This design comes from an exercise in tuning for small area, a short achievable clock period and few clock cycles per item on the open sky130 flow, not from production work.
No functional check of the RTL was part of any run shown here.
The clock port is modelled as an ideal driver, which makes a skipped or thinned clock tree look cheaper than it is; a real chip needs a root buffer or a tree.
Power figures rest on the tool's default switching activity, not on a simulated workload.

`flow/flow/run.sh`:
```
#!/bin/bash
# Standard layout, with the port buffers inserted as buf_1 cells instead of
# the resizer's default choice (clkdlybuf4s50_1, larger and slower), and a
# smaller clock tree (no sink clustering, no dummy loads).
set -euo pipefail
echo 'export BUFFER_PORTS_ARGS = -buffer_cell sky130_fd_sc_hd__buf_1' >> config.mk
echo 'export CTS_ARGS = -buf_list sky130_fd_sc_hd__clkbuf_4 -root_buf sky130_fd_sc_hd__clkbuf_4 -dont_use_dummy_load -repair_clock_nets' >> config.mk
bash standard.sh > standard.log 2>&1
```
`flow/standard.sh`:
```
#!/bin/bash
# synth_recipe.tcl (not shown) runs the flow's synth.tcl, then flattens the netlist and writes it again
# the make line also repeats each setting of config.mk as NAME=value (left out here)
make -C /OpenROAD-flow-scripts/flow DESIGN_CONFIG=/design/flow/config.mk WORK_HOME=/design/flow/orfs CLKGATE_MAP_FILE= SYNTH_SCRIPT=/design/flow/synth_recipe.tcl "${@:-finish}"
```
`flow/config.mk`:
```
export PLATFORM = sky130hd
export DESIGN_NAME = function_calculator
export DESIGN_NICKNAME = function_calculator
export VERILOG_FILES = /design/flow/design.v
export SDC_FILE = /design/flow/constraint.sdc
export NUM_CORES = 4
export LEC_CHECK = 0
export ABC_AREA = 1
export CAP_MARGIN = 20
export CORE_MARGIN = 2
export CORE_UTILIZATION = 40
export SLEW_MARGIN = 20
export SYNTH_HIERARCHICAL = 1
export SYNTH_MINIMUM_KEEP_SIZE = 0
export BUFFER_PORTS_ARGS = -buffer_cell sky130_fd_sc_hd__buf_1
export CTS_ARGS = -buf_list sky130_fd_sc_hd__clkbuf_4 -root_buf sky130_fd_sc_hd__clkbuf_4 -dont_use_dummy_load -repair_clock_nets
```
`flow/constraint.sdc`:
```
create_clock -name core_clock -period 5.0 [get_ports {clk_i}]
set_input_delay 1.0000 -clock core_clock [delete_from_list [all_inputs] [get_ports {clk_i}]]
set_output_delay 1.0000 -clock core_clock [all_outputs]
set_load 0.01 [all_outputs]
```
`flow/design.v`:
```
`timescale 1ns / 1ps
module fa3(input x, input y, input z, output s, output c);
    assign s = x ^ y ^ z;
    assign c = (x & y) | (x & z) | (y & z);
endmodule
module ha2(input x, input y, output s, output c);
    assign s = x ^ y;
    assign c = x & y;
endmodule
`timescale 1ns / 1ps
module function_calculator(
    input clk_i,
    input rst_i,
    input [15:0] sw_i,
    input start_i,
    output busy_o,
    output [15:0] y_calc
 );
    function [3:0] low4;
        input [5:0] ar;
        low4 = {ar[3] & (ar[4] ^ ar[5]), ar[4] & ~ar[3], 1'b0, ar[3]} + ar[2:0];
    endfunction
    wire [7:0] b_i = sw_i[7:0];
    wire [2:0] r_d = (b_i >= 8'd216) ? 3'd6 :
                     (b_i >= 8'd125) ? 3'd5 :
                     (b_i >= 8'd64)  ? 3'd4 :
                     (b_i >= 8'd27)  ? 3'd3 :
                     (b_i >= 8'd8)   ? 3'd2 :
                     (b_i >= 8'd1)   ? 3'd1 : 3'd0;
    reg [7:0] aa;
    reg [2:0] rr;
    always @(posedge clk_i) begin
        if (rst_i) begin
            aa <= 8'd0;
            rr <= 3'd0;
        end else if (start_i) begin
            aa <= sw_i[15:8];
            rr <= r_d;
        end
    end
    wire n0 = aa[2] & ~aa[1];
    wire n1 = aa[2] & aa[1];
    wire n2 = aa[3] & ~aa[2];
    wire n3 = aa[3] & aa[2];
    wire n4 = aa[4] & ~aa[3];
    wire n5 = aa[4] & aa[3];
    wire n6 = aa[5] & ~aa[4];
    wire n7 = aa[5] & aa[4];
    wire n8 = aa[6] & ~aa[5];
    wire n9 = aa[6] & aa[5];
    wire n10 = aa[7] & ~aa[6];
    wire n11 = aa[7] & aa[6];
    wire n12 = aa[0] & aa[3];
    wire n13 = aa[0] & aa[4];
    wire n14 = aa[0] & aa[5];
    wire n15 = aa[0] & aa[6];
    wire n16 = aa[0] & aa[7];
    wire n17 = aa[1] & aa[3];
    wire n18 = aa[1] & aa[4];
    wire n19 = aa[1] & aa[5];
    wire n20 = aa[1] & aa[6];
    wire n21 = aa[1] & aa[7];
    wire n22 = aa[2] & aa[4];
    wire n23 = aa[2] & aa[5];
    wire n24 = aa[2] & aa[6];
    wire n25 = aa[2] & aa[7];
    wire n26 = aa[3] & aa[5];
    wire n27 = aa[3] & aa[6];
    wire n28 = aa[3] & aa[7];
    wire n29 = aa[4] & aa[6];
    wire n30 = aa[4] & aa[7];
    wire n31 = aa[5] & aa[7];
    wire n32 = aa[0] & aa[1] & aa[2];
    wire n33, n34;
    ha2 un33 (.x(n3), .y(n15), .s(n33), .c(n34));
    wire n35, n36;
    fa3 un35 (.x(n4), .y(n16), .z(n20), .s(n35), .c(n36));
    wire n37, n38;
    fa3 un37 (.x(n5), .y(n21), .z(n24), .s(n37), .c(n38));
    wire n39, n40;
    ha2 un39 (.x(n6), .y(n25), .s(n39), .c(n40));
    wire n41, n42;
    ha2 un41 (.x(n7), .y(n28), .s(n41), .c(n42));
    wire n43, n44;
    ha2 un43 (.x(n0), .y(n12), .s(n43), .c(n44));
    wire n45, n46;
    fa3 un45 (.x(n1), .y(n13), .z(n17), .s(n45), .c(n46));
    wire n47, n48;
    fa3 un47 (.x(n2), .y(n14), .z(n18), .s(n47), .c(n48));
    wire n49, n50;
    fa3 un49 (.x(n19), .y(n22), .z(n33), .s(n49), .c(n50));
    wire n51, n52;
    fa3 un51 (.x(n23), .y(n34), .z(n35), .s(n51), .c(n52));
    wire n53, n54;
    fa3 un53 (.x(n26), .y(n36), .z(n37), .s(n53), .c(n54));
    wire n55, n56;
    fa3 un55 (.x(n27), .y(n38), .z(n39), .s(n55), .c(n56));
    wire n57, n58;
    fa3 un57 (.x(n29), .y(n40), .z(n41), .s(n57), .c(n58));
    wire n59, n60;
    fa3 un59 (.x(n8), .y(n30), .z(n42), .s(n59), .c(n60));
    wire n61, n62;
    ha2 un61 (.x(n9), .y(n31), .s(n61), .c(n62));
    wire n63, n64;
    ha2 un63 (.x(n32), .y(n43), .s(n63), .c(n64));
    wire n65, n66;
    ha2 un65 (.x(n44), .y(n45), .s(n65), .c(n66));
    wire n67, n68;
    ha2 un67 (.x(n46), .y(n47), .s(n67), .c(n68));
    wire n69, n70;
    ha2 un69 (.x(n48), .y(n49), .s(n69), .c(n70));
    wire n71, n72;
    ha2 un71 (.x(n50), .y(n51), .s(n71), .c(n72));
    wire n73, n74;
    ha2 un73 (.x(n52), .y(n53), .s(n73), .c(n74));
    wire n75, n76;
    ha2 un75 (.x(n54), .y(n55), .s(n75), .c(n76));
    wire n77, n78;
    ha2 un77 (.x(n56), .y(n57), .s(n77), .c(n78));
    wire n79, n80;
    ha2 un79 (.x(n58), .y(n59), .s(n79), .c(n80));
    wire n81, n82;
    ha2 un81 (.x(n60), .y(n61), .s(n81), .c(n82));
    wire n83, n84;
    ha2 un83 (.x(n10), .y(n62), .s(n83), .c(n84));
    wire n85 = n64 | (n63 & 1'b0);
    wire n86 = n63 & 1'b0;
    wire n87 = n66 | (n65 & n64);
    wire n88 = n65 & n63;
    wire n89 = n68 | (n67 & n66);
    wire n90 = n67 & n65;
    wire n91 = n70 | (n69 & n68);
    wire n92 = n69 & n67;
    wire n93 = n72 | (n71 & n70);
    wire n94 = n71 & n69;
    wire n95 = n74 | (n73 & n72);
    wire n96 = n73 & n71;
    wire n97 = n76 | (n75 & n74);
    wire n98 = n75 & n73;
    wire n99 = n78 | (n77 & n76);
    wire n100 = n77 & n75;
    wire n101 = n80 | (n79 & n78);
    wire n102 = n79 & n77;
    wire n103 = n82 | (n81 & n80);
    wire n104 = n81 & n79;
    wire n105 = n84 | (n83 & n82);
    wire n106 = n83 & n81;
    wire n107 = 1'b0 | (n11 & n84);
    wire n108 = n11 & n83;
    wire n109 = n87 | (n88 & 1'b0);
    wire n110 = n88 & 1'b0;
    wire n111 = n89 | (n90 & n85);
    wire n112 = n90 & n86;
    wire n113 = n91 | (n92 & n87);
    wire n114 = n92 & n88;
    wire n115 = n93 | (n94 & n89);
    wire n116 = n94 & n90;
    wire n117 = n95 | (n96 & n91);
    wire n118 = n96 & n92;
    wire n119 = n97 | (n98 & n93);
    wire n120 = n98 & n94;
    wire n121 = n99 | (n100 & n95);
    wire n122 = n100 & n96;
    wire n123 = n101 | (n102 & n97);
    wire n124 = n102 & n98;
    wire n125 = n103 | (n104 & n99);
    wire n126 = n104 & n100;
    wire n127 = n105 | (n106 & n101);
    wire n128 = n106 & n102;
    wire n129 = n107 | (n108 & n103);
    wire n130 = n108 & n104;
    wire n131 = n113 | (n114 & 1'b0);
    wire n132 = n114 & 1'b0;
    wire n133 = n115 | (n116 & n85);
    wire n134 = n116 & n86;
    wire n135 = n117 | (n118 & n109);
    wire n136 = n118 & n110;
    wire n137 = n119 | (n120 & n111);
    wire n138 = n120 & n112;
    wire n139 = n121 | (n122 & n113);
    wire n140 = n122 & n114;
    wire n141 = n123 | (n124 & n115);
    wire n142 = n124 & n116;
    wire n143 = n125 | (n126 & n117);
    wire n144 = n126 & n118;
    wire n145 = n127 | (n128 & n119);
    wire n146 = n128 & n120;
    wire n147 = n129 | (n130 & n121);
    wire n148 = n130 & n122;
    wire n149 = n139 | (n140 & 1'b0);
    wire n150 = n140 & 1'b0;
    wire n151 = n141 | (n142 & n85);
    wire n152 = n142 & n86;
    wire n153 = n143 | (n144 & n109);
    wire n154 = n144 & n110;
    wire n155 = n145 | (n146 & n111);
    wire n156 = n146 & n112;
    wire n157 = n147 | (n148 & n131);
    wire n158 = n148 & n132;
    wire n159 = n65 ^ n85;
    wire n160 = n67 ^ n109;
    wire n161 = n69 ^ n111;
    wire n162 = n71 ^ n131;
    wire n163 = n73 ^ n133;
    wire n164 = n75 ^ n135;
    wire n165 = n77 ^ n137;
    wire n166 = n79 ^ n149;
    wire n167 = n81 ^ n151;
    wire n168 = n83 ^ n153;
    wire n169 = n11 ^ n155;
    wire [11:0] hi = {n169, n168, n167, n166, n165, n164, n163, n162, n161, n160, n159, n63};
    assign y_calc = {hi, low4({aa[2:0], rr})};
    assign busy_o = 1'b0;
endmodule
```
==> results of run 1 <==
worst max-delay path, cell delays in order (launching register included):
cell and delay [ns]:
dfxtp_1 0.46, inv_1 0.10, nor2_1 0.14, fa_1 0.46
fa_1 0.47, ha_1 0.36, a21oi_1 0.19, nor2_1 0.07
o21ai_0 0.23, nand4_1 0.13, nand2_1 0.09, buf_1 0.15
state kept, by name, indices dropped and copies added (netlist names):
| signal | cells |
|---|---|
| aa | 8 |
| rr | 3 |
per-layer routing:
layer	GRT usage	vias to the layer above
met2	0.245	33
met1	0.190	679
met4	0.0256	0
met5	0	-
met3	0.0233	2
li1	-	843
power breakdown:
part           switching (mW)  internal [mW]
sequential             0.0115         0.0940
clock                  0.0244         0.0276
combinational          0.0639         0.0397
total                  0.0999          0.161
logic make-up after synthesis:
logic type | after synthesis | synth area share
simple gates | 103 | 0.242
flops | 11 | 0.127
fa+ha+maj | 32 | 0.275
xor+xnor | 9 | 0.0456
compound gates | 38 | 0.120
buf+inv | 73 | 0.188
other cells | 1 | 0.00217
cell type report:
type / count / area, sq um
Fill cell: 447 / 2270
Timing Repair Buffer: 34 / 128
Inverter: 53 / 199
Multi-Input combinational cell: 183 / 1180
Clock buffer: 3 / 22.5
Tap cell: 50 / 62.6
Sequential cell: 11 / 220
Yosys stat by module, one instance, submodules excluded:
module | cells inside | flip-flops and latches | times used | area, sq um
function_calculator | 241 | 11 | 1 | 1330
fa3 | 1 | 0 | 10 | 20.0
ha2 | 1 | 0 | 16 | 12.5
path summary, 6_finish.rpt:
kind	start	endpoint	slack [ns]	cells past startpoint
worst min register to register	rr[0]$_SDFFE_PP0P_	rr[0]$_SDFFE_PP0P_	0.50	2
worst max register to register	aa[1]$_SDFFE_PP0P_	aa[1]$_SDFFE_PP0P_	4.17	2
worst max-delay path	aa[4]$_SDFFE_PP0P_	y_calc[15]	0.89	11
worst min-delay path	rr[0]$_SDFFE_PP0P_	rr[0]$_SDFFE_PP0P_	0.50	2
per-stage QoR:
stage | std cells | util | setup WS (ns)
2_1_floorplan | 267 | - | 1.31
3_3_place_gp | 331 | 0.439 | 1.23
3_5_place_dp | 331 | 0.439 | 1.17
4_1_cts | 334 | 0.444 | 0.867
5_1_grt | 334 | 0.444 | 0.569
6_report | 334 | 0.444 | 0.888
synthesized netlist by cell type (2+ instances only):
master    count
clkbuf_1      6
nand2_2       2
o21ai_0      15
nand2_1      63
nor2_1       26
o21bai_1      2
nand3_1       6
nand4_1       2
buf_4        13
inv_1        53
a21oi_1      16
dfxtp_1      11
xor2_1        8
fa_1         10
ha_1         22
==> implementation parameters, run 1 <==
Parameter                              Value

Yosys
  Share of the synthesized area in the top cell type    0.159
  Gate count after technology mapping    267
  Warnings, synthesis    7
  Net count after synthesis    318
  Flip-flop and latch count after synthesis    11
  Dominant synthesized flop cell    dfxtp_1
  Fraction of the yosys area taken by sequential cells    0.127
  Mapped cell area    0.00173 sq mm
  Leading post-synthesis cells by cell area    ha_1, nand2_1, dfxtp_1, fa_1, inv_1
  Synthesized area divided by synthesized cell count    6.47 sq um
  Share of flip-flops with an asynchronous set or reset after synthesis    0
  Biggest area consumer among synthesized cells    ha_1
  EDFF count, synth    0
  Count of cell types in the netlist    27

Placement
  Buffers added on ports    34
  Placed wire-length estimate after detailed placement    2.89 mm
  Global placer's final weighted congestion    0.783
  Total placed instance area    0.00179 sq mm

Setup path
  Crit path arrival time    3.11 ns
  Data required time of the critical path    4.00 ns
  Largest fanout of any net on the critical path    9
  Worst setup path category    flip-flop to primary output
  Sort of element at the end of the critical path    primary output
  Critical path startpoint category    flip-flop

STA
  Worst hold slack across all endpoints    0.496 ns
  Fin Clk Skew    0 ns
  Final critical-path required period    about 4.1 ns
  Highest attainable clock frequency    243 MHz
  Setup repair after global routing missed its margin    false
  Number of hold violations in the final report    0
  Post-Route Setup TNS    0 ns
  Final Slew Violations    0
  Final setup violation count    0
  Period utilisation layout    0.822

Global routing
  Largest net degree at the start of global routing    18
  Antenna violations before repair    0
  Total routing resource utilization after global routing    0.142
  Vias in the first global route    1445
  Global route overflow    0
  Global-route wire length before repair    5.88 mm

CTS
  Longest Clk Path Bufs    2
  Clock root buffer master    clkbuf_4
  Number of buffers inserted during clock tree synthesis    3
  Later-pin clock latency in the skew report    0.25 ns
  CTS Sinks    11
  Clock-pin slew reported for the worst setup and hold paths after clock tree synthesis    0.06 ns
  PostCTS Resize Cnt    0
  Clock tree from TritonCTS    built
  H-tree levels    1
  Number of post-CTS setup repair buffers    0
  Hold Buf Count CTS    0

Power and ir drop
  Power density cells    about 140 mW/mm^2
  Peak supply drop    0.143 mV
  Leakage power summed over all cells    around 1.1 nW
  Overall power after layout    approximately 260 uW

Floorplan
  Row Count    23
  Y dimension of the die    approximately 70 um
  Full die area    between 0.004 and 0.005 sq mm
  Std-Cell Core Area    0.00409 sq mm
  Starting utilization of the core area    0.423
  Horizontal die dimension    69.7 um
  Count of boundary I/O pins    36

Route
  Routed length per placed instance    between 9 and 10 um
  DR iter-0 viols    56
  Detailed route wirelength on metal3    around 140 um
  Routed vias/inst    4.66
  Total Routed Length    3.29 mm
  Top sig layer    met4
  Routed vias    1557
  First-pass iteration count of the detailed router    5
  DRC errors left    0
  Number of nets with antenna violations after detailed routing    0
  M1 WL    1.63 mm
  Met2 wire len    1.49 mm

Job
  Reported max-cap violation count    0

Worst hold path
  Path type of the worst min-delay path    flip-flop to flip-flop

Cells and area
  Total Nets Final    337
  Antenna diodes    0
  Commonest cells after routing, fill and taps aside    nand2_1, inv_1, buf_1
  Layout-stage area growth over the synthesis result    5.07%
  Most common library cell in the layout ignoring fill and taps    nand2_1
  Post-route cell area    0.00182 sq mm
  Fraction of layout cells with a size suffix above 1    0.0352

Status
  Outcome  no timing/DRC/antenna violations
==> run 2, diff against run 1 <==
--- a/flow/design.v
+++ b/flow/design.v
@@ -14,7 +14,7 @@
     input [15:0] sw_i,
     input start_i,
     output busy_o,
-    output [15:0] y_calc
+    output reg [15:0] y_calc
  );
     function [3:0] low4;
         input [5:0] ar;
@@ -27,17 +27,7 @@
                      (b_i >= 8'd27)  ? 3'd3 :
                      (b_i >= 8'd8)   ? 3'd2 :
                      (b_i >= 8'd1)   ? 3'd1 : 3'd0;
-    reg [7:0] aa;
-    reg [2:0] rr;
-    always @(posedge clk_i) begin
-        if (rst_i) begin
-            aa <= 8'd0;
-            rr <= 3'd0;
-        end else if (start_i) begin
-            aa <= sw_i[15:8];
-            rr <= r_d;
-        end
-    end
+    wire [7:0] aa = sw_i[15:8];
     wire n0 = aa[2] & ~aa[1];
     wire n1 = aa[2] & aa[1];
     wire n2 = aa[3] & ~aa[2];
@@ -209,6 +199,11 @@
     wire n168 = n83 ^ n153;
     wire n169 = n11 ^ n155;
     wire [11:0] hi = {n169, n168, n167, n166, n165, n164, n163, n162, n161, n160, n159, n63};
-    assign y_calc = {hi, low4({aa[2:0], rr})};
+    always @(posedge clk_i) begin
+        if (rst_i)
+            y_calc <= 16'd0;
+        else if (start_i)
+            y_calc <= {hi, low4({aa[2:0], r_d})};
+    end
     assign busy_o = 1'b0;
 endmodule
==> run 2 against run 1 <==
Compared with the run above:
- critical endpoint is now y_calc[14]$_SDFFE_PP0P_
- non-clock buffer count rose by 1
- critical path depth rose by 3
- worst setup slack improved by 0.76 ns
- maximum frequency rose by 23%
- combinational power rose by 110%
- sequential power rose by 39%
- total power rose by 64%
- clock skew did not move
==> implementation parameters, run 2 <==
Parameter                              Value

Status
  Outcome  no timing/DRC/antenna violations

Floorplan
  Horizontal die dimension    74.2 um (+6.4%)
  Y dimension of the die    74.2 um (+6.4%)
  Std-Cell Core Area    0.00472 sq mm (+16%)
  Full die area    0.00550 sq mm (+13%)
  Count of boundary I/O pins    36 (unchanged)
  Starting utilization of the core area    0.417 (-0.00562)
  Row Count    25 (+8.7%)

Setup path
  Critical path startpoint category    input pin
  Series of cell instances along the critical path    buf_1 -> nand2_1 -> inv_1 -> fa_1 -> fa_1 -> ha_1 -> a21oi_2 -> nand2_1 -> nand2_1 -> nand3_1 -> nand2_1 -> nand3_1 -> nand2_1 -> inv_1
  Data required time of the critical path    5.19 ns (+1.19 ns)
  Crit path arrival time    3.54 ns (+0.43 ns)
  Delay of the slowest critical-path stage    0.47 ns (about the same)
  Most common cell type on the critical path    nand2_1
  Buffer and inverter count on the worst path    3 (+1)
  Cell family with most CP delay    adder cells
  Largest fanout of any net on the critical path    9 (unchanged)
  Slowest stage cell, crit path    fa_1
  Sort of element at the end of the critical path    flip-flop
  Worst setup path category    input pin to flip-flop

STA
  Final critical-path required period    3.35 ns (-0.763 ns)
  Post-Route Setup TNS    0 ns (unchanged)
  Period utilisation layout    0.670 (-0.153)
  Number of hold violations in the final report    0 (unchanged)
  Fin Clk Skew    0 ns (unchanged)
  Worst slew pin tran    0.707 ns
  Highest attainable clock frequency    299 MHz (+23%)
  Worst hold slack across all endpoints    0.463 ns (-0.0326 ns)
  Crit path setup slack, layout    1.65 ns (+0.763 ns)
  Final setup violation count    0 (unchanged)
  Final Slew Violations    0 (unchanged)
  Setup repair after global routing missed its margin    false
  Worst rel slew slack    0.528

CTS
  H-tree levels    1 (unchanged)
  Clock tree from TritonCTS    built
  Number of post-CTS setup repair buffers    0 (unchanged)
  Clock root buffer master    clkbuf_4
  CTS Sinks    16 (+5)
  PostCTS Resize Cnt    0 (unchanged)
  Clock-pin slew reported for the worst setup and hold paths after clock tree synthesis    0.10 ns (+0.04 ns)
  Later-pin clock latency in the skew report    0.29 ns (+0.04 ns)
  Number of buffers inserted during clock tree synthesis    3 (unchanged)
  Longest Clk Path Bufs    2 (unchanged)
  Hold Buf Count CTS    0 (unchanged)

Placement
  Buffers added on ports    34 (unchanged)
  Placed wire-length estimate after detailed placement    3.32 mm (+15%)
  Total placed instance area    0.00213 sq mm (+19%)
  Global placer's final weighted congestion    0.816 (+4.2%)
  Placed instance count    415 (+25%)
  Pre-CTS setup slack    1.35 ns (+0.183 ns)

Cells and area
  Antenna diodes    0 (unchanged)
  Fraction of layout cells with a size suffix above 1    0.0256 (-0.00957)
  Filler-free cell count of the finished design    418 (+25%)
  Biggest registers after layout    y_calc: 16 flops
  Area used by multi-input combinational logic    0.00132 sq mm (+11%)
  Commonest cells after routing, fill and taps aside    nand2_1, inv_1, nor2_1
  Most common library cell in the layout ignoring fill and taps    nand2_1
  Number of fill cells    500 (+12%)
  Total Nets Final    404 (+20%)
  Post-route cell area    0.00215 sq mm (+18%)
  Final core utilization    0.455 (+0.0111)
  Flip-flop count of the largest register, all copies and words added    16 (+8)
  Biggest register    y_calc
  Layout-stage area growth over the synthesis result    9.14%
  Register cell area after layout    320 sq um (+45%)

Yosys
  Net count after synthesis    375 (+18%)
  Leading post-synthesis cells by cell area    nand2_1, dfxtp_1, ha_1, inv_1, fa_1
  Share of the synthesized area in the top cell type    0.175 (+0.0159)
  EDFF count, synth    0 (unchanged)
  Fraction of the yosys area taken by sequential cells    0.163 (+0.0351)
  Synthesized area divided by synthesized cell count    6.08 sq um (-6.0%)
  Biggest area consumer among synthesized cells    nand2_1
  Share of flip-flops with an asynchronous set or reset after synthesis    0 (unchanged)
  Dominant cell by count in the synthesized netlist    nand2_1
  Dominant synthesized flop cell    dfxtp_1
  Flip-flop and latch count after synthesis    16 (+5)
  Mapped cell area    0.00197 sq mm (+14%)
  Warnings, synthesis    7 (unchanged)
  Gate count after technology mapping    324 (+21%)
  Commonest cells in the netlist    nand2_1, inv_1, nor2_1, ha_1, nand3_1
  Count of cell types in the netlist    28 (+3.7%)

Global routing
  Met1 Resource Use GR    0.205 (+0.0156)
  Busiest layer in global routing    met2
  Largest net degree at the start of global routing    26 (+8)
  Global-route wire length before repair    7.24 mm (+23%)
  GR Layer Usage met3    0.0298 (+0.00655)
  Met2 usage    0.304 (+0.0589)
  Total routing resource utilization after global routing    0.164 (+0.0213)
  Vias in the first global route    1738 (+20%)
  Antenna violations before repair    0 (unchanged)
  Global route overflow    0 (unchanged)

Power and ir drop
  Peak supply drop    0.104 mV (-27%)
  Power density cells    200 mW/mm^2 (+39%)
  Leakage power summed over all cells    1.34 nW (+19%)
  Overall power after layout    430 uW (+64%)

Job
  Reported max-cap violation count    0 (unchanged)

Worst hold path
  Path type of the worst min-delay path    flip-flop to flip-flop

Route
  Number of nets with antenna violations after detailed routing    0 (unchanged)
  First-pass iteration count of the detailed router    4 (-1)
  Routed vias/inst    4.53 (-2.9%)
  Total Routed Length    3.98 mm (+21%)
  DR iter-0 viols    76 (+36%)
  DRC errors left    0 (unchanged)
  Routed vias    1893 (+22%)
  Routed length per placed instance    9.52 um (-3.3%)
[run 2: changes by cell type in the layout (fill, tap and decap cells not counted), sizes merged, moves of 2 or more]
cell / change
nand2: +29
a21oi: -6
dfxtp: +5
inv: +19
xor2: -5
nand3: +12
o21ai: -10
o21bai: -2
nor2: +20
[run 2: path summary, 6_finish.rpt]
check | cells after the start | endpoint | startpoint | slack [ns]
worst max-delay path | 14 | y_calc[14]$_SDFFE_PP0P_ | sw_i[10] | 1.65
worst min-delay path | 2 | y_calc[1]$_SDFFE_PP0P_ | y_calc[1]$_SDFFE_PP0P_ | 0.46
worst max register to register | 4 | y_calc[6]$_SDFFE_PP0P_ | y_calc[6]$_SDFFE_PP0P_ | 4.30
worst min register to register | 2 | y_calc[1]$_SDFFE_PP0P_ | y_calc[1]$_SDFFE_PP0P_ | 0.46
[run 2: kinds of logic (layout without fill, tap and decap cells)]
family	count (synthesis)	count (layout)	share of synthesized area
and+or+nand+nor	165	165	0.339
buffers and inverters	83	110	0.168
adders and majority gates	32	32	0.241
AOI/OAI and AO/OA	23	23	0.0692
DFF	16	16	0.163
xor gates and xnor gates	4	4	0.0178
other	1	1	0.00190
[run 2: report_power, final]
part | switching, mW | leakage, nW | total [mW] | internal, mW
registers | 0.00634 | 0.133 | 0.147 | 0.141
clock network | 0.0399 | 0.0138 | 0.0679 | 0.0280
logic | 0.134 | 1.20 | 0.215 | 0.0801
[run 2: per-module statistics from Yosys, one instance, submodules excluded]
module | times used | flops+latches | cells | cell area, sq um
function_calculator | 1 | 16 | 298 | 1570
fa3 | 10 | 0 | 1 | 20.0
ha2 | 16 | 0 | 1 | 12.5
[run 2: tightest hold or removal path, cell delays in order (launching register included)]
cell     delay (ns)
dfxtp_1        0.32
nand2_1        0.06
a21oi_1        0.05
[run 2: layout make-up]
cell class                 count  area share
tap                           67      0.0390
multi-input combinational    225       0.613
inverter                      72       0.126
sequential                    16       0.149
clock buffer                   3      0.0105
timing repair buffer          35      0.0628
[run 2: routing by layer]
layer	wire, um	vias up
li1	-	1023
met1	1880	831
met2	1920	37
met3	158	2
met4	18	0
met5	0	-
==> run 3, diff against run 2 <==
--- a/flow/config.mk
+++ b/flow/config.mk
@@ -5,7 +5,7 @@
 export SDC_FILE = /design/flow/constraint.sdc
 export NUM_CORES = 4
 export LEC_CHECK = 0
-export ABC_AREA = 1
+export ABC_AREA = 0
 export CAP_MARGIN = 20
 export CORE_MARGIN = 2
 export CORE_UTILIZATION = 40
==> run 3 against run 2 <==
Compared with the run above:
- still clean on timing, DRC and antenna
- via count decreased by 29%
- first-iteration DRC count decreased by 63%
- die area decreased by 15%
- critical endpoint unchanged
- largest power group unchanged
- highest routed layer unchanged
==> implementation parameters, run 3 <==
Parameter                              Value

Global routing
  Antenna violations before repair    0 (unchanged)
  Global route overflow    0 (unchanged)
  Total routing resource utilization after global routing    0.159 (-0.00493)
  Global-route wire length before repair    5.65 mm (-22%)
  Vias in the first global route    1308 (-25%)
  Largest net degree at the start of global routing    18 (-31%)

STA
  Final setup violation count    0 (unchanged)
  Worst rel slew slack    0.357 (-0.172)
  Worst slew pin tran    0.965 ns (+0.257 ns)
  Fin Clk Skew    0 ns (unchanged)
  Setup repair after global routing missed its margin    false
  Post-Route Setup TNS    0 ns (unchanged)
  Number of hold violations in the final report    0 (unchanged)
  Final critical-path required period    3.66 ns (+0.315 ns)
  Period utilisation layout    0.733 (+0.0630)
  Highest attainable clock frequency    273 MHz (-8.6%)
  Final Slew Violations    0 (unchanged)

Yosys
  Leading post-synthesis cells by cell area    dfxtp_1, ha_1, fa_1, and2_1, mux2i_1
  Net count after synthesis    229 (-39%)
  Biggest area consumer among synthesized cells    dfxtp_1
  Share of the synthesized area in the top cell type    0.194 (+0.0184)
  Commonest cells in the netlist    and2_1, ha_1, nor2_1, dfxtp_1
  Fraction of the yosys area taken by sequential cells    0.194 (+0.0311)
  Dominant cell by count in the synthesized netlist    and2_1
  Mapped cell area    0.00165 sq mm (-16%)
  Count of cell types in the netlist    39 (+39%)
  EDFF count, synth    0 (unchanged)
  Flip-flop and latch count after synthesis    16 (unchanged)
  Warnings, synthesis    7 (unchanged)
  Dominant synthesized flop cell    dfxtp_1
  Share of flip-flops with an asynchronous set or reset after synthesis    0 (unchanged)
  Gate count after technology mapping    178 (-45%)
  Synthesized area divided by synthesized cell count    9.29 sq um (+53%)

Cells and area
  Post-route cell area    0.00185 sq mm (-14%)
  Most common library cell in the layout ignoring fill and taps    buf_1
  Commonest cells after routing, fill and taps aside    buf_1, and2_1, ha_1
  Biggest register    y_calc
  Antenna diodes    0 (unchanged)
  Fraction of layout cells with a size suffix above 1    0.0379 (+0.0123)
  Flip-flop count of the largest register, all copies and words added    16 (unchanged)
  Total Nets Final    264 (-35%)
  Layout-stage area growth over the synthesis result    11.6%
  Biggest registers after layout    y_calc: 16 flops
  Number of fill cells    427 (-15%)

Route
  Routed vias    1348 (-29%)
  Total Routed Length    3.31 mm (-17%)
  First-pass iteration count of the detailed router    4 (unchanged)
  Met2 wire len    1.55 mm (-19%)
  M1 WL    1.63 mm (-14%)
  Detailed route wirelength on metal3    106 um (-33%)
  Routed vias/inst    5.16 (+14%)
  DR iter-0 viols    28 (-63%)
  Top sig layer    met4
  DRC errors left    0 (unchanged)
  Routed length per placed instance    12.7 um (+33%)
  Number of nets with antenna violations after detailed routing    0 (unchanged)

Floorplan
  Full die area    0.00467 sq mm (-15%)
  Count of boundary I/O pins    36 (unchanged)
  Row Count    23 (-8.0%)
  Y dimension of the die    68.3 um (-7.9%)
  Std-Cell Core Area    0.00400 sq mm (-15%)
  Horizontal die dimension    68.3 um (-7.9%)
  Starting utilization of the core area    0.414 (-0.00371)

CTS
  CTS Sinks    16 (unchanged)
  H-tree levels    1 (unchanged)
  Number of post-CTS setup repair buffers    0 (unchanged)
  Clock tree from TritonCTS    built
  Clock-pin slew reported for the worst setup and hold paths after clock tree synthesis    0.08 ns (-0.02 ns)
  Number of buffers inserted during clock tree synthesis    3 (unchanged)
  Longest Clk Path Bufs    2 (unchanged)
  PostCTS Resize Cnt    0 (unchanged)
  Clock root buffer master    clkbuf_4
  Hold Buf Count CTS    0 (unchanged)
  Later-pin clock latency in the skew report    0.28 ns (about the same)

Setup path
  Slowest stage cell, crit path    fa_1
  Critical path startpoint category    input pin
  Crit path arrival time    3.83 ns (+0.29 ns)
  Buffer and inverter count on the worst path    1 (-2)
  Cell family with most CP delay    adder cells
  Startpoint of the lowest-slack register-to-register path    y_calc[2]$_SDFFE_PP0P_
  Worst setup path category    input pin to flip-flop
  Delay of the slowest critical-path stage    0.48 ns (about the same)
  Data required time of the critical path    5.17 ns (-0.02 ns)
  Depth of the worst register-to-register path    2 (-2)
  Most common cell type on the critical path    fa_1
  Sort of element at the end of the critical path    flip-flop
  Largest fanout of any net on the critical path    9 (unchanged)
  Series of cell instances along the critical path    buf_1 -> and2_1 -> fa_1 -> fa_1 -> ha_1 -> a21o_1 -> a31o_1 -> a21oi_2 -> o21ai_1 -> xor2_1 -> a22o_1
  Crit path from    sw_i[10]
  R2r setup slk    4.28 ns (-0.02 ns)
  Worst r2r dst    y_calc[2]$_SDFFE_PP0P_

Power and ir drop
  Leakage power summed over all cells    0.850 nW (-37%)
  Power density cells    229 mW/mm^2 (+15%)
  Peak supply drop    0.149 mV (+44%)

Worst hold path
  Path type of the worst min-delay path    flip-flop to flip-flop
  Number of cells on the worst hold path    1 (-1)
  Hold Path Origin    y_calc[15]$_SDFFE_PP0P_
  Endpoint, Worst Hold    y_calc[15]$_SDFFE_PP0P_

Status
  Outcome  no timing/DRC/antenna violations

Placement
  Total placed instance area    0.00182 sq mm (-14%)
  Placed wire-length estimate after detailed placement    2.75 mm (-17%)
  Buffers added on ports    34 (unchanged)
  Global placer's final weighted congestion    0.752 (-7.9%)

Job
  Reported max-cap violation count    0 (unchanged)
## run 3: changes by cell type after synthesis, moves of 3 or more
cell,previous run,this run
mux2i_1,0,10
a22o_1,0,3
nor2b_1,0,6
xor2_1,3,6
nand3_1,18,0
clkbuf_1,6,2
nor2_1,47,17
inv_1,72,4
and2_1,0,24
a21o_1,1,5
a21oi_1,10,6
xnor2_1,1,6
nand2_1,92,6
## run 3: stage by stage
| step | setup slack (ns) | instances | power (mW) | hold WS, ns | utilization |
|---|---|---|---|---|---|
| final | 1.34 | 261 | 0.423 | 0.489 | 0.462 |
| after global routing | 1.16 | 261 | 0.462 | 0.526 | 0.462 |
| after CTS | 1.33 | 261 | 0.429 | 0.492 | 0.462 |
| after detailed placement | 1.04 | 258 | 0.361 | 0.468 | 0.456 |
| after global placement | 1.02 | 258 | 0.361 | 0.470 | 0.456 |
| after floorplan | 1.42 | 178 | 0.306 | 0.500 | - |
## run 3: metal layers
metal	track usage	vias to the layer above
li1	-	693
met1	0.207	631
met2	0.273	22
met3	0.00987	2
met4	0.0600	0
met5	0	-
## run 3: how the worst max path moves through the flow
stage / end / depth (start not counted)
after CTS: y_calc[14]$_SDFFE_PP0P_ / 11
after floorplan: y_calc[14]$_SDFFE_PP0P_ / 10
after global placement: y_calc[14]$_SDFFE_PP0P_ / 11
after global routing: y_calc[14]$_SDFFE_PP0P_ / 11
final: y_calc[14]$_SDFFE_PP0P_ / 11
after detailed placement: y_calc[14]$_SDFFE_PP0P_ / 11
## run 3: power breakdown
group / internal, mW / switching (mW)
registers: 0.144 / 0.00806
clock network: 0.0279 / 0.0379
logic: 0.0897 / 0.115
## run 3: Yosys stat by module (local to each module, per instance)
module               area [sq um]  cells
function_calculator          1250    152
ha2                          12.5      1
fa3                          20.0      1
## run 3: worst reg2reg max path, cell delays in order, from the launching register on
cell      delay (ns)
dfxtp_1         0.34
nor2_1          0.04
a211oi_1        0.25
## run 3: final cells by class
type	instances	area [sq um]	share of cell area
Timing Repair Buffer	34	128	0.0691
Sequential cell	16	320	0.173
Tap cell	50	62.6	0.0339
Clock buffer	3	22.5	0.0122
Multi-Input combinational cell	154	1300	0.703
Inverter	4	15.0	0.00813
## run 3: logic make-up (layout without fill, tap and decap cells)
family | count (synthesis) | count (layout) | synth area share
AOI/OAI and AO/OA | 36 | 36 | 0.158
muxes | 10 | 10 | 0.0605
other | 1 | 1 | 0.00227
adders and majority gates | 34 | 34 | 0.300
buffers and inverters | 8 | 41 | 0.0212
xor gates and xnor gates | 12 | 12 | 0.0635
and+or+nand+nor | 61 | 61 | 0.201
DFF | 16 | 16 | 0.194
==> run 4, diff against run 3 <==
==> flow/flow/run.sh (replaced) <==
#!/bin/bash
# Standard layout with two changes:
#  - port buffers are buf_1 cells (the resizer's default pick is clkdlybuf4s50_1,
#    larger and slower);
#  - after CTS, the clock tree's leaf buffers are removed so one root clock
#    buffer drives every flip-flop (the design has only a few registers).
set -euo pipefail
here=$(pwd)
echo 'export BUFFER_PORTS_ARGS = -buffer_cell sky130_fd_sc_hd__buf_1' >> config.mk
echo 'export CTS_ARGS = -buf_list sky130_fd_sc_hd__clkbuf_4 -root_buf sky130_fd_sc_hd__clkbuf_8 -dont_use_dummy_load -repair_clock_nets' >> config.mk
echo "export POST_CTS_TCL = $here/flow/post_cts.tcl" >> config.mk
bash standard.sh > standard.log 2>&1
==> flow/flow/post_cts.tcl (new file) <==
# Collapse the clock tree to a single buffer: every sink of a leaf clock
# buffer is moved onto the root buffer's output net, then the leaf buffers
# are deleted.
set block [ord::get_db_block]
set clk_port_net [$block findNet clk_i]
set root ""
foreach it [$clk_port_net getITerms] {
  set inst [$it getInst]
  if {[string match "*clkbuf*" [[$inst getMaster] getName]]} { set root $inst }
}
if {$root ne ""} {
  set rootnet [[$root findITerm X] getNet]
  set leaves {}
  foreach it [$rootnet getITerms] {
    set inst [$it getInst]
    if {$inst ne $root && [string match "*clkbuf*" [[$inst getMaster] getName]]} {
      lappend leaves $inst
    }
  }
  foreach leaf $leaves {
    set out [[$leaf findITerm X] getNet]
    set sinks {}
    foreach it [$out getITerms] {
      if {[$it getInst] ne $leaf} { lappend sinks $it }
    }
    foreach it $sinks {
      $it disconnect
      $it connect $rootnet
    }
    [$leaf findITerm A] disconnect
    [$leaf findITerm X] disconnect
    odb::dbInst_destroy $leaf
    odb::dbNet_destroy $out
  }
  puts "post_cts: moved sinks of [llength $leaves] leaf buffers onto [$root getName]"
}
estimate_parasitics -placement
report_clock_skew
report_checks -path_delay max -format end
--- a/flow/config.mk
+++ b/flow/config.mk
@@ -13,4 +13,5 @@
 export SYNTH_HIERARCHICAL = 1
 export SYNTH_MINIMUM_KEEP_SIZE = 0
 export BUFFER_PORTS_ARGS = -buffer_cell sky130_fd_sc_hd__buf_1
-export CTS_ARGS = -buf_list sky130_fd_sc_hd__clkbuf_4 -root_buf sky130_fd_sc_hd__clkbuf_4 -dont_use_dummy_load -repair_clock_nets
+export CTS_ARGS = -buf_list sky130_fd_sc_hd__clkbuf_4 -root_buf sky130_fd_sc_hd__clkbuf_8 -dont_use_dummy_load -repair_clock_nets
+export POST_CTS_TCL = /design/flow/flow/post_cts.tcl
==> run 4 against run 3 <==
Compared with the run above:
- global-route usage is 0.72 points higher
- first-iteration DRC count is 57% higher
- sequential cell count stayed put
- design area shrank 0.47%
- clock skew is the same
- register-to-register slack is essentially flat
- critical path depth stayed put
- sequential power barely moved
- non-clock buffer count stayed put
- via count shrank 0.45%
- clock-buffer cell count down 2
- utilization down 0.22 points
- critical path type unchanged
==> implementation parameters, run 4 <==
Parameter                              Value

STA
  Worst hold slack across all endpoints    0.493 ns (+0.00349 ns)
  Final Slew Violations    0 (unchanged)
  Fin Clk Skew    0 ns (unchanged)
  Final critical-path required period    3.78 ns (+0.119 ns)
  Final setup violation count    0 (unchanged)
  Setup repair after global routing missed its margin    false
  Period utilisation layout    0.757 (+0.0237)
  Number of hold violations in the final report    0 (unchanged)
  Highest attainable clock frequency    264 MHz (-3.1%)
  Worst slew pin tran    0.937 ns (-0.0277 ns)
  Worst rel slew slack    0.375 (+0.0185)
  Post-Route Setup TNS    0 ns (unchanged)

Route
  DR iter-0 viols    44 (+57%)
  First-pass iteration count of the detailed router    4 (unchanged)
  Routed length per placed instance    12.6 um (-0.26%)
  Routed vias    1342 (-0.45%)
  Total Routed Length    3.27 mm (-1.0%)
  Number of nets with antenna violations after detailed routing    0 (unchanged)
  DRC errors left    0 (unchanged)
  Routed vias/inst    5.18 (+0.32%)

Global routing
  GR Layer Usage met3    0.00987 (unchanged)
  Vias in the first global route    1287 (-1.6%)
  Global route overflow    0 (unchanged)
  Total routing resource utilization after global routing    0.166 (+0.00723)
  Met1 Resource Use GR    0.226 (+0.0191)
  Antenna violations before repair    0 (unchanged)
  Largest net degree at the start of global routing    18 (unchanged)
  Global-route wire length before repair    5.62 mm (-0.50%)
  Busiest layer in global routing    met2
  Met2 usage    0.294 (+0.0206)

Setup path
  Most common cell type on the critical path    fa_1
  Delay of the slowest critical-path stage    0.48 ns (about the same)
  Data required time of the critical path    5.05 ns (-0.12 ns)
  Worst r2r dst    y_calc[11]$_SDFFE_PP0P_
  Largest fanout of any net on the critical path    9 (unchanged)
  Slowest stage cell, crit path    fa_1
  Series of cell instances along the critical path    buf_1 -> and2_1 -> fa_1 -> fa_1 -> ha_1 -> a21o_1 -> a31o_1 -> a21oi_2 -> o21ai_1 -> xor2_1 -> a22o_1
  Sort of element at the end of the critical path    flip-flop
  Crit path arrival time    3.83 ns (about the same)
  Critical path startpoint category    input pin
  Startpoint of the lowest-slack register-to-register path    y_calc[11]$_SDFFE_PP0P_
  R2r setup slk    4.29 ns (about the same)
  Worst setup path category    input pin to flip-flop
  Depth of the worst register-to-register path    2 (unchanged)

Yosys
  Net count after synthesis    229 (unchanged)
  Share of the synthesized area in the top cell type    0.194 (unchanged)
  Flip-flop and latch count after synthesis    16 (unchanged)
  Commonest cells in the netlist    and2_1, ha_1, nor2_1, dfxtp_1
  Dominant cell by count in the synthesized netlist    and2_1
  Count of cell types in the netlist    39 (unchanged)
  Share of flip-flops with an asynchronous set or reset after synthesis    0 (unchanged)
  Synthesized area divided by synthesized cell count    9.29 sq um (unchanged)
  Area fraction in compound gates after synthesis    0.158 (unchanged)
  Simple-gate share of the synthesized area    0.201 (unchanged)
  Dominant synthesized flop cell    dfxtp_1
  Leading post-synthesis cells by cell area    dfxtp_1, ha_1, fa_1, and2_1, mux2i_1
  EDFF count, synth    0 (unchanged)
  Warnings, synthesis    7 (unchanged)
  Post-synthesis share of cell area spent on xor and xnor gates    0.0635 (unchanged)
  Largest family of logic cells by synthesized area    adder cells
  Mux contribution to synthesized area    0.0605 (unchanged)
  Fraction of the yosys area taken by sequential cells    0.194 (unchanged)
  Biggest area consumer among synthesized cells    dfxtp_1
  Post-Synth Adder-Cell Area    0.300 (unchanged)
  Mapped cell area    0.00165 sq mm (unchanged)
  Gate count after technology mapping    178 (unchanged)

CTS
  CTS Sinks    16 (unchanged)
  Later-pin clock latency in the skew report    0.15 ns (-0.13 ns)
  Clock-pin slew reported for the worst setup and hold paths after clock tree synthesis    0.09 ns (about the same)

Power and ir drop
  Power density cells    221 mW/mm^2 (-3.6%)
  Peak supply drop    0.148 mV (-0.66%)
  Net load switching power    154 uW (-4.8%)
  Register share of total power    0.374 (+0.015)
  Switch share    0.379 (-0.00295)
  Internal Power    252 uW (-3.6%)
  Fraction of power consumed by the clock network    0.120 (-0.036)
  Power share of the combinational group    0.505 (+0.020)
  Leakage power summed over all cells    0.843 nW (-0.78%)

Cells and area
  Register cell area after layout    320 sq um (unchanged)
  Fraction of layout cells with a size suffix above 1    0.0287 (-0.00921)
  Total Nets Final    262 (-0.76%)
  Layout-stage area growth over the synthesis result    11.1%
  Antenna diodes    0 (unchanged)
  Biggest register    y_calc
  Number of fill cells    425 (-0.47%)
  Most common library cell in the layout ignoring fill and taps    buf_1
  Biggest registers after layout    y_calc: 16 flops
  Flip-flop count of the largest register, all copies and words added    16 (unchanged)
  Area used by multi-input combinational logic    0.00130 sq mm (unchanged)
  Commonest cells after routing, fill and taps aside    buf_1, and2_1, ha_1

Floorplan
  Std-Cell Core Area    0.00400 sq mm (unchanged)
  Full die area    0.00467 sq mm (unchanged)
  Count of boundary I/O pins    36 (unchanged)
  Y dimension of the die    68.3 um (unchanged)
  Starting utilization of the core area    0.414 (unchanged)
  Row Count    23 (unchanged)
  Horizontal die dimension    68.3 um (unchanged)

Status
  Outcome  no timing/DRC/antenna violations

Placement
  Buffers added on ports    34 (unchanged)
  Global placer's final weighted congestion    0.752 (unchanged)
  Placed wire-length estimate after detailed placement    2.75 mm (unchanged)

Worst hold path
  Hold Path Origin    y_calc[15]$_SDFFE_PP0P_
  Endpoint, Worst Hold    y_calc[15]$_SDFFE_PP0P_
  Path type of the worst min-delay path    flip-flop to flip-flop
  Number of cells on the worst hold path    1 (unchanged)

Job
  Reported max-cap violation count    0 (unchanged)
[run 4: layout make-up]
type / count / share of cell area
Clock buffer: 1 / 0.00749
Multi-Input combinational cell: 154 / 0.707
Inverter: 4 / 0.00817
Tap cell: 50 / 0.0340
Sequential cell: 16 / 0.174
Timing Repair Buffer: 34 / 0.0694
[run 4: metrics by stage]
step | cell area, sq um | power (mW) | setup slack, ns | instances | utilization
finish | 1840 | 0.406 | 1.22 | 259 | 0.459
global route | 1840 | 0.446 | 1.03 | 259 | 0.459
detailed placement | 1820 | 0.361 | 1.04 | 258 | 0.456
global placement | 1820 | 0.361 | 1.02 | 258 | 0.456
floorplan | 1650 | 0.306 | 1.42 | 178 | -
[run 4: logic make-up (layout without fill, tap and decap cells)]
group | after synthesis | count (layout)
AO/OA/AOI/OAI | 36 | 36
XOR/XNOR | 12 | 12
adder cells (fa/ha/maj) | 34 | 34
buffers and inverters | 8 | 39
flip-flops | 16 | 16
multiplexers | 10 | 10
other | 1 | 1
AND/OR/NAND/NOR | 61 | 61
[run 4: critical path, delay by kind of cell]
| family | cells | cell delay, ns |
|---|---|---|
| AO/OA/AOI/OAI | 5 | 0.91 |
| buffers and inverters | 1 | 0.27 |
| XOR/XNOR | 1 | 0.15 |
| AND/OR/NAND/NOR | 1 | 0.21 |
| adder cells (fa/ha/maj) | 3 | 1.29 |
[run 4: Yosys stat by module, one instance, submodules excluded]
module | cells inside | flip-flops and latches | cell area (sq um)
fa3 | 1 | 0 | 20.0
function_calculator | 152 | 16 | 1250
ha2 | 1 | 0 | 12.5
[run 4: how the worst max path moves through the flow]
stage / start / to / slack [ns]
floorplan: sw_i[15] / y_calc[14]$_SDFFE_PP0P_ / 1.42
global placement: sw_i[10] / y_calc[14]$_SDFFE_PP0P_ / 1.02
detailed placement: sw_i[14] / y_calc[14]$_SDFFE_PP0P_ / 1.04
global route: sw_i[14] / y_calc[14]$_SDFFE_PP0P_ / 1.03
finish: sw_i[10] / y_calc[14]$_SDFFE_PP0P_ / 1.22
[run 4: metal layers]
metal,vias up,wire (um),part of all wire
met1,627,1600,0.49
met5,-,0,0
li1,689,-,-
met2,24,1550,0.47
met3,2,102,0.031
met4,0,18,0.0055
[run 4: power groups by stage]
stage | clock [mW] | sequential, mW | combinational [mW]
2_1_floorplan | 0 | 0.162 | 0.144
6_report | 0.0488 | 0.152 | 0.205
3_5_place_dp | 0 | 0.155 | 0.206
5_1_grt | 0.0563 | 0.154 | 0.235
3_3_place_gp | 0 | 0.155 | 0.205
==> run 5, diff against run 4 <==
--- a/flow/config.mk
+++ b/flow/config.mk
@@ -8,7 +8,7 @@
 export ABC_AREA = 0
 export CAP_MARGIN = 20
 export CORE_MARGIN = 2
-export CORE_UTILIZATION = 40
+export CORE_UTILIZATION = 50
 export SLEW_MARGIN = 20
 export SYNTH_HIERARCHICAL = 1
 export SYNTH_MINIMUM_KEEP_SIZE = 0
==> run 5 against run 4 <==
Compared with the run above:
- still clean on timing, DRC and antenna
- via count grew 1.3%
- combinational power is essentially flat
- global-route usage grew 4.2 points
- worst setup slack lost 0.013 ns
- critical path depth is the same
- sequential power is essentially flat
- sequential share of layout area grew 0.071 points
- maximum frequency shrank 0.33%
- synthesized area is the same
- largest cell class unchanged
==> implementation parameters, run 5 <==
Parameter                              Value

Yosys
  Simple-gate share of the synthesized area    0.201 (unchanged)
  Gate count after technology mapping    178 (unchanged)
  Warnings, synthesis    7 (unchanged)
  Dominant cell by count in the synthesized netlist    and2_1
  EDFF count, synth    0 (unchanged)
  Share of the synthesized area in the top cell type    0.194 (unchanged)
  Dominant synthesized flop cell    dfxtp_1
  Synthesized area divided by synthesized cell count    9.29 sq um (unchanged)
  Largest family of logic cells by synthesized area    adder cells
  Flip-flop and latch count after synthesis    16 (unchanged)
  Leading post-synthesis cells by cell area    dfxtp_1, ha_1, fa_1, and2_1, mux2i_1
  Mux contribution to synthesized area    0.0605 (unchanged)
  Post-synthesis share of cell area spent on xor and xnor gates    0.0635 (unchanged)
  Area fraction in compound gates after synthesis    0.158 (unchanged)
  Biggest area consumer among synthesized cells    dfxtp_1
  Mapped cell area    0.00165 sq mm (unchanged)
  Net count after synthesis    229 (unchanged)
  Share of flip-flops with an asynchronous set or reset after synthesis    0 (unchanged)
  Count of cell types in the netlist    39 (unchanged)
  Commonest cells in the netlist    and2_1, ha_1, nor2_1, dfxtp_1
  Fraction of the yosys area taken by sequential cells    0.194 (unchanged)
  Post-Synth Adder-Cell Area    0.300 (unchanged)

Cells and area
  Biggest register    y_calc
  Layout-stage area growth over the synthesis result    10.7%
  Fraction of layout cells with a size suffix above 1    0.0287 (unchanged)
  Antenna diodes    0 (unchanged)
  Number of fill cells    315 (-26%)
  Biggest registers after layout    y_calc: 16 flops
  Most common library cell in the layout ignoring fill and taps    buf_1
  Total Nets Final    262 (unchanged)
  Commonest cells after routing, fill and taps aside    buf_1, and2_1, ha_1
  Flip-flop count of the largest register, all copies and words added    16 (unchanged)

Setup path
  Sort of element at the end of the critical path    flip-flop
  Crit path arrival time    3.84 ns (about the same)
  Data required time of the critical path    5.05 ns (about the same)
  Crit path from    sw_i[10]
  Worst r2r dst    y_calc[11]$_SDFFE_PP0P_
  Critical path startpoint category    input pin
  Largest fanout of any net on the critical path    9 (unchanged)
  Worst setup path category    input pin to flip-flop
  R2r setup slk    4.30 ns (about the same)
  Depth of the worst register-to-register path    2 (unchanged)
  Startpoint of the lowest-slack register-to-register path    y_calc[11]$_SDFFE_PP0P_
  Endpoint of the worst setup timing path    y_calc[14]$_SDFFE_PP0P_

STA
  Number of hold violations in the final report    0 (unchanged)
  Final Slew Violations    0 (unchanged)
  Post-Route Setup TNS    0 ns (unchanged)
  Fin Clk Skew    0 ns (unchanged)
  Highest attainable clock frequency    263 MHz (-0.33%)
  Final setup violation count    0 (unchanged)
  Period utilisation layout    0.759 (+0.00252)
  Final critical-path required period    3.80 ns (+0.0126 ns)
  Crit path setup slack, layout    1.20 ns (-0.0126 ns)
  Worst slew pin tran    0.929 ns (-0.00795 ns)
  Worst rel slew slack    0.381 (+0.00530)
  Setup repair after global routing missed its margin    false

Job
  Reported max-cap violation count    0 (unchanged)

Global routing
  Vias in the first global route    1347 (+4.7%)
  Antenna violations before repair    0 (unchanged)
  Total routing resource utilization after global routing    0.208 (+0.0423)
  Global-route wire length before repair    5.82 mm (+3.4%)
  Global route overflow    0 (unchanged)
  Largest net degree at the start of global routing    18 (unchanged)

Floorplan
  Full die area    0.00378 sq mm (-19%)
  Row Count    20 (-13%)
  Starting utilization of the core area    0.533 (+0.120)
  Count of boundary I/O pins    36 (unchanged)
  Horizontal die dimension    61.5 um (-9.9%)
  Y dimension of the die    61.5 um (-9.9%)
  Std-Cell Core Area    0.00310 sq mm (-22%)

CTS
  Clock-pin slew reported for the worst setup and hold paths after clock tree synthesis    0.09 ns (about the same)
  Later-pin clock latency in the skew report    0.15 ns (about the same)
  CTS Sinks    16 (unchanged)

Worst hold path
  Path type of the worst min-delay path    flip-flop to flip-flop

Placement
  Global placer's final weighted congestion    0.767 (+2.0%)
  Pre-CTS setup slack    1.01 ns (-0.0266 ns)
  Placed wire-length estimate after detailed placement    2.74 mm (-0.33%)
  Buffers added on ports    34 (unchanged)

Route
  Total Routed Length    3.23 mm (-1.3%)
  Routed vias    1359 (+1.3%)
  DRC errors left    0 (unchanged)
  First-pass iteration count of the detailed router    4 (unchanged)
  Routed vias/inst    5.37 (+3.7%)
  Routed length per placed instance    12.8 um (+0.99%)
  DR iter-0 viols    29 (-34%)
  Number of nets with antenna violations after detailed routing    0 (unchanged)

Power and ir drop
  Peak supply drop    0.195 mV (+32%)
  Register share of total power    0.374 (about the same)
  Net load switching power    154 uW (+0.34%)
  Internal Power    252 uW (about the same)
  Power density cells    222 mW/mm^2 (+0.52%)
  Power share of the combinational group    0.509 (+0.004)
  Leakage power summed over all cells    0.843 nW (unchanged)
  Fraction of power consumed by the clock network    0.116 (-0.004)
  Switch share    0.380 (+0.000857)

Status
  Outcome  no timing/DRC/antenna violations
## run 5: cells by family after synthesis
kind of cell	count (synthesis)
adders and majority gates	34
other	1
buffers and inverters	8
xor gates and xnor gates	12
AOI/OAI and AO/OA	36
muxes	10
and+or+nand+nor	61
DFF	16
## run 5: stage by stage
| stage | power (mW) | area, sq um | hold slack, ns | std cells | util |
|---|---|---|---|---|---|
| floorplan | 0.306 | 1650 | 0.500 | 178 | - |
| global placement | 0.358 | 1820 | 0.458 | 252 | 0.585 |
| detailed placement | 0.362 | 1820 | 0.463 | 252 | 0.585 |
| global route | 0.443 | 1830 | 0.504 | 253 | 0.590 |
| finish | 0.406 | 1830 | 0.489 | 253 | 0.590 |
## run 5: critical path, stage by stage
cell	delay, ns
buf_1	0.28
and2_1	0.21
fa_1	0.44
fa_1	0.48
ha_1	0.38
a21o_1	0.21
a31o_1	0.22
a21oi_2	0.14
o21ai_1	0.10
xor2_1	0.15
a22o_1	0.23
## run 5: how the worst min path moves through the flow
stage | start | endpoint | slack (ns) | depth (start not counted)
floorplan | y_calc[11]$_SDFFE_PP0P_ | y_calc[11]$_SDFFE_PP0P_ | 0.50 | 2
global placement | y_calc[14]$_SDFFE_PP0P_ | y_calc[14]$_SDFFE_PP0P_ | 0.46 | 1
detailed placement | y_calc[14]$_SDFFE_PP0P_ | y_calc[14]$_SDFFE_PP0P_ | 0.46 | 1
global route | y_calc[15]$_SDFFE_PP0P_ | y_calc[15]$_SDFFE_PP0P_ | 0.50 | 1
finish | y_calc[14]$_SDFFE_PP0P_ | y_calc[14]$_SDFFE_PP0P_ | 0.49 | 1
## run 5: Yosys stat by module (local to each module, per instance)
| module | copies in the design | cells inside |
|---|---|---|
| fa3 | 10 | 1 |
| function_calculator | 1 | 152 |
| ha2 | 16 | 1 |
## run 5: per-layer routing
| metal | share of wire | vias to the layer above | GRT usage |
|---|---|---|---|
| li1 | - | 687 | - |
| met1 | 0.45 | 623 | 0.279 |
| met2 | 0.49 | 43 | 0.371 |
| met3 | 0.044 | 6 | 0.0168 |
| met4 | 0.013 | 0 | 0.0334 |
| met5 | 0 | - | 0 |
## run 5: final cells by class
class	count	area (sq um)	area share
well taps	44	55.1	0.0301
multi-input cells	154	1300	0.710
flip-flops and latches	16	320	0.175
clock buffers	1	13.8	0.00752
repair buffers	34	128	0.0697
inverters	4	15.0	0.00820
## run 5: power groups by stage
stage                     combinational [mW]  clock (mW)  sequential (mW)
after global routing                   0.236      0.0528            0.154
after detailed placement               0.207           0            0.155
after global placement                 0.204           0            0.154
after floorplan                        0.144           0            0.162
final                                  0.207      0.0473            0.152

## static timing again, ports no longer ideal
In the flow no input, the clock included, has a driving cell. The finished layouts below were timed again as built, in two steps. Step 1: set_driving_cell puts a clkbuf_16 on clk_i and a buf_2 on each other input, an assumption about the parent block. Step 2, shift: input delay + t, output delay - t, t = (earliest + latest rising clock arrival at the registers) / 2. This alone moves slack from input paths to output paths. Slacks: ideal ports / drivers / drivers and shift; pairs: ideal ports / drivers.
| run | shift t [ns] | slack for setup (ns) | slew at the worst register clock pin (ns) |
|---|---|---|---|
| run 1 | 0.273 | 0.888 / 0.870 / 1.143 | 0.06 / 0.06 |
| run 2 | 0.303 | 1.651 / 1.650 / 1.347 | 0.10 / 0.10 |
| run 3 | 0.299 | 1.335 / 1.325 / 1.026 | 0.09 / 0.09 |
| run 4 | 0.172 | 1.217 / 1.208 / 1.036 | 0.09 / 0.09 |
| run 5 | 0.167 | 1.204 / 1.202 / 1.036 | 0.09 / 0.09 |
After both steps setup and hold are still met in every run listed. The setup slack of run 3, which loses most, moves by -0.010 ns with the drivers and by -0.309 ns with both steps.
